Source: an optimization exercise on an open RTL-to-GDS flow (aim: small area and a short achievable clock period). Production flows keep margins and buffers that such runs may drop. RTL that was checked went through simulation tests only; none was proved equivalent to the original. Power figures rest on the tool's default switching activity, not on a simulated workload.

Setup of job 103:
## ex_datapath
module ex_datapath(
    input  wire        CLK,
    input  wire [31:0] A,
    input  wire [31:0] Rm,
    input  wire [11:0] I,
    input  wire [1:0]  AM,
    input  wire        CIN,
    input  wire [3:0]  Op,
    output reg  [31:0] Out,
    output wire        Z,
    output wire        N,
    output reg         C,
    output reg         V
);
clock: 9.0 ns
lec_check: 0
cap_margin: 20
core_margin: 2
core_utilization: 40
cts_buf_list: sky130_fd_sc_hd__clkbuf_4 sky130_fd_sc_hd__clkbuf_8
slew_margin: 20
tns_end_percent: 5
standard.sh (not shown) runs the stock make flow with config.mk's settings and CLKGATE_MAP_FILE= SYNTH_SCRIPT=/design/flow/synth_recipe.tcl, a recipe that flattens the netlist after the stock synthesis.
==> flow/flow/run.sh <==
#!/bin/bash
set -euo pipefail
MARGIN=5.6
export BUFFER_PORTS_ARGS="-buffer_cell sky130_fd_sc_hd__buf_1"
sed "s|\"\${@:-finish}\"|SETUP_SLACK_MARGIN=${MARGIN} \"\${@:-finish}\"|" standard.sh > standard_margin.sh
grep -q "SETUP_SLACK_MARGIN=${MARGIN}" standard_margin.sh
bash standard_margin.sh > flow_make.log 2>&1
Job 103 finished every step from synthesis to the final layout, and the layout passed the timing, DRC and antenna checks.
What job 101 does differently from job 103 at the input level:
--- a/flow/config.mk
+++ b/flow/config.mk
@@ -10,3 +10,2 @@
 export CORE_UTILIZATION = 40
-export CTS_BUF_LIST = sky130_fd_sc_hd__clkbuf_4 sky130_fd_sc_hd__clkbuf_8
 export SLEW_MARGIN = 20
### Flow results
On global-route usage: between job 101 and job 103, it ends up lower for job 103.
Looking at sequential power, job 101 sits about 0.6% below job 103.
Cell area | job 101 vs job 103 | job 101 smaller
Looking at master of the slowest instance on the critical path, the sky130_fd_sc_hd__dfxtp_4 result is from job 103; the sky130_fd_sc_hd__mux4_2 one comes from job 101.
The number of detailed-routing iterations run before antenna repair was comparable across job 101 and job 103.
Comparing job 101 and job 103, the higher non-clock buffer count is on job 103.
Looking only at core utilization, and setting everything else aside, the lower value of job 101 and job 103 goes to job 101.
The final period utilization number comes out higher for job 101 vs job 103.
Function was not checked in any run of this note: the RTL went through the layout flow alone.

========
Another version of the RTL of ex_datapath (not shown whole).
For scale: ~110 flip-flops, about 120 I/O pins, ~8200 sq um of cells after synthesis.
Settings: LEC_CHECK=0, CAP_MARGIN=20, CORE_MARGIN=2, CORE_UTILIZATION=65, CTS_BUF_LIST=sky130_fd_sc_hd__clkbuf_4 sky130_fd_sc_hd__clkbuf_8, SLEW_MARGIN=20; clock period 9.0 ns.
==> flow/flow/run.sh <==
#!/bin/bash
set -euo pipefail
MARGIN=5.5
export BUFFER_PORTS_ARGS="-buffer_cell sky130_fd_sc_hd__buf_1"
sed "s|\"\${@:-finish}\"|SETUP_SLACK_MARGIN=${MARGIN} \"\${@:-finish}\"|" standard.sh > standard_margin.sh
grep -q "SETUP_SLACK_MARGIN=${MARGIN}" standard_margin.sh
bash standard_margin.sh > flow_make.log 2>&1
==> next run, changes <==
==> flow/flow/run.sh (replaced) <==
#!/bin/bash
set -euo pipefail
MARGIN=6
sed "s|\"\${@:-finish}\"|SETUP_SLACK_MARGIN=${MARGIN} \"\${@:-finish}\"|" standard.sh > standard_margin.sh
grep -q "SETUP_SLACK_MARGIN=${MARGIN}" standard_margin.sh
bash standard_margin.sh > flow_make.log 2>&1
CORE_UTILIZATION = 40   (was 65)
CTS_BUF_LIST = unset   (was sky130_fd_sc_hd__clkbuf_4 sky130_fd_sc_hd__clkbuf_8)
Effect: Total power went up by 33%. Design area grows by 44%. Synthesized area stays the same. Clock-buffer cell count grows by 1. Routed wire length rises by 38%. Sequential power rose by 5.0%. Setup slack improved by 210 ps. Non-clock buffer count rose by 93. Die area increases by 60%.

========
Another version of the RTL of ex_datapath (not shown whole).
Size in the first run: about 930 cells after synthesis, roughly 130 flip-flops, about 120 I/O pins, roughly 0.0083 mm2 of cells after synthesis.
clock: 9.0 ns
lec_check: 0
cap_margin: 20
core_margin: 2
core_utilization: 40
cts_buf_list: sky130_fd_sc_hd__clkbuf_4 sky130_fd_sc_hd__clkbuf_8
slew_margin: 20
synth_hierarchical: 1
tns_end_percent: 5
==> flow/flow/run.sh <==
#!/bin/bash
set -euo pipefail
MARGIN=6.0
export BUFFER_PORTS_ARGS="-buffer_cell sky130_fd_sc_hd__buf_1"
sed "s|\"\${@:-finish}\"|SETUP_SLACK_MARGIN=${MARGIN} \"\${@:-finish}\"|" standard.sh > standard_margin.sh
grep -q "SETUP_SLACK_MARGIN=${MARGIN}" standard_margin.sh
bash standard_margin.sh > flow_make.log 2>&1
Then changed:
--- a/flow/flow/run.sh
+++ b/flow/flow/run.sh
@@ -3 +3 @@
-MARGIN=6.0
+MARGIN=5.9
Settings changed: CTS_BUF_LIST sky130_fd_sc_hd__clkbuf_4 sky130_fd_sc_hd__clkbuf_8 to sky130_fd_sc_hd__clkbuf_4.
Outcome: Final cell count fell by 0.94%; sequential share of layout area increases by 0.80 points; sequential power climbs by about 0.5%; power came out lower by 7.6%; sequential cell count is unchanged; routed wire length is lower by 1.0%; non-clock buffer count falls by 13; utilization fell by 1.6 points; synthesized area is unchanged.
Then changed:
--- a/flow/flow/run.sh
+++ b/flow/flow/run.sh
@@ -3 +3 @@
-MARGIN=5.9
+MARGIN=6.0
Settings changed: CTS_BUF_LIST sky130_fd_sc_hd__clkbuf_4 to sky130_fd_sc_hd__clkbuf_2 sky130_fd_sc_hd__clkbuf_4.
=>
- worst hold slack hardly moves
- design area is higher by 0.44%
- synthesized cell count is unchanged
- maximum frequency rises by 2.1%
- synthesized area does not change
- setup slack is better by 0.066 ns
- register-to-register slack gets better by 0.02 ns
- via count rose by 0.33%
- routed wire length is about the same
- clock skew barely changes
Then changed:
Settings changed: CTS_BUF_LIST sky130_fd_sc_hd__clkbuf_2 sky130_fd_sc_hd__clkbuf_4 to sky130_fd_sc_hd__clkbuf_4 sky130_fd_sc_hd__clkbuf_8, TNS_END_PERCENT 5 to default.
The new run produced a clean layout.
Routed wire length went up by about a fifth.
Fmax falls by a few percent.
Total power goes up by roughly a tenth.
Global-route usage rises by 2.5 points.
Cell count rises slightly.
Sequential power is higher slightly.

-- separate check: timing with driven ports --
The flow's constraints put no driver on any port. The routed layouts listed below were extracted and timed again, unchanged, in two steps.
Step 1, drivers: a clkbuf_16 drives CLK and a buf_2 each remaining input, both assumed.
Step 2 times the ports against the registers' clock, not the clock port: input delays grow and output delays shrink by t, the midpoint of the rising clock arrivals with the driver on.
a / b / c = no drivers / after step 1 / after step 2; a / b = the first two.
| run | t, ns | setup slack, ns | worst hold slack (ns) |
|---|---|---|---|
| job 103 | 0.490 | 5.649 / 5.617 / 5.212 | 0.685 / 0.685 / 0.685 |
| job 101 | 0.462 | 5.610 / 5.595 / 5.274 | 0.662 / 0.662 / 0.662 |
| the first run of note 2 | 0.418 | 5.557 / 5.560 / 5.142 | 0.670 / 0.670 / 0.670 |
| the second run of note 2 | 0.403 | 5.766 / 5.773 / 5.384 | 0.639 / 0.639 / 0.639 |
| the first run of note 3 | 0.485 | 5.929 / 5.909 / 5.423 | 0.425 / 0.425 / 0.425 |
| the second run of note 3 | 0.591 | 5.832 / 5.837 / 5.246 | 0.430 / 0.430 / 0.430 |
| the third run of note 3 | 0.583 | 5.897 / 5.899 / 5.315 | 0.429 / 0.429 / 0.429 |
| the fourth run of note 3 | 0.498 | 5.784 / 5.784 / 5.499 | 0.495 / 0.495 / 0.495 |
After both steps every run listed still meets setup and hold. The setup slack of the second run of note 3, which loses most, moves by +0.005 ns with the drivers and by -0.586 ns with both steps.
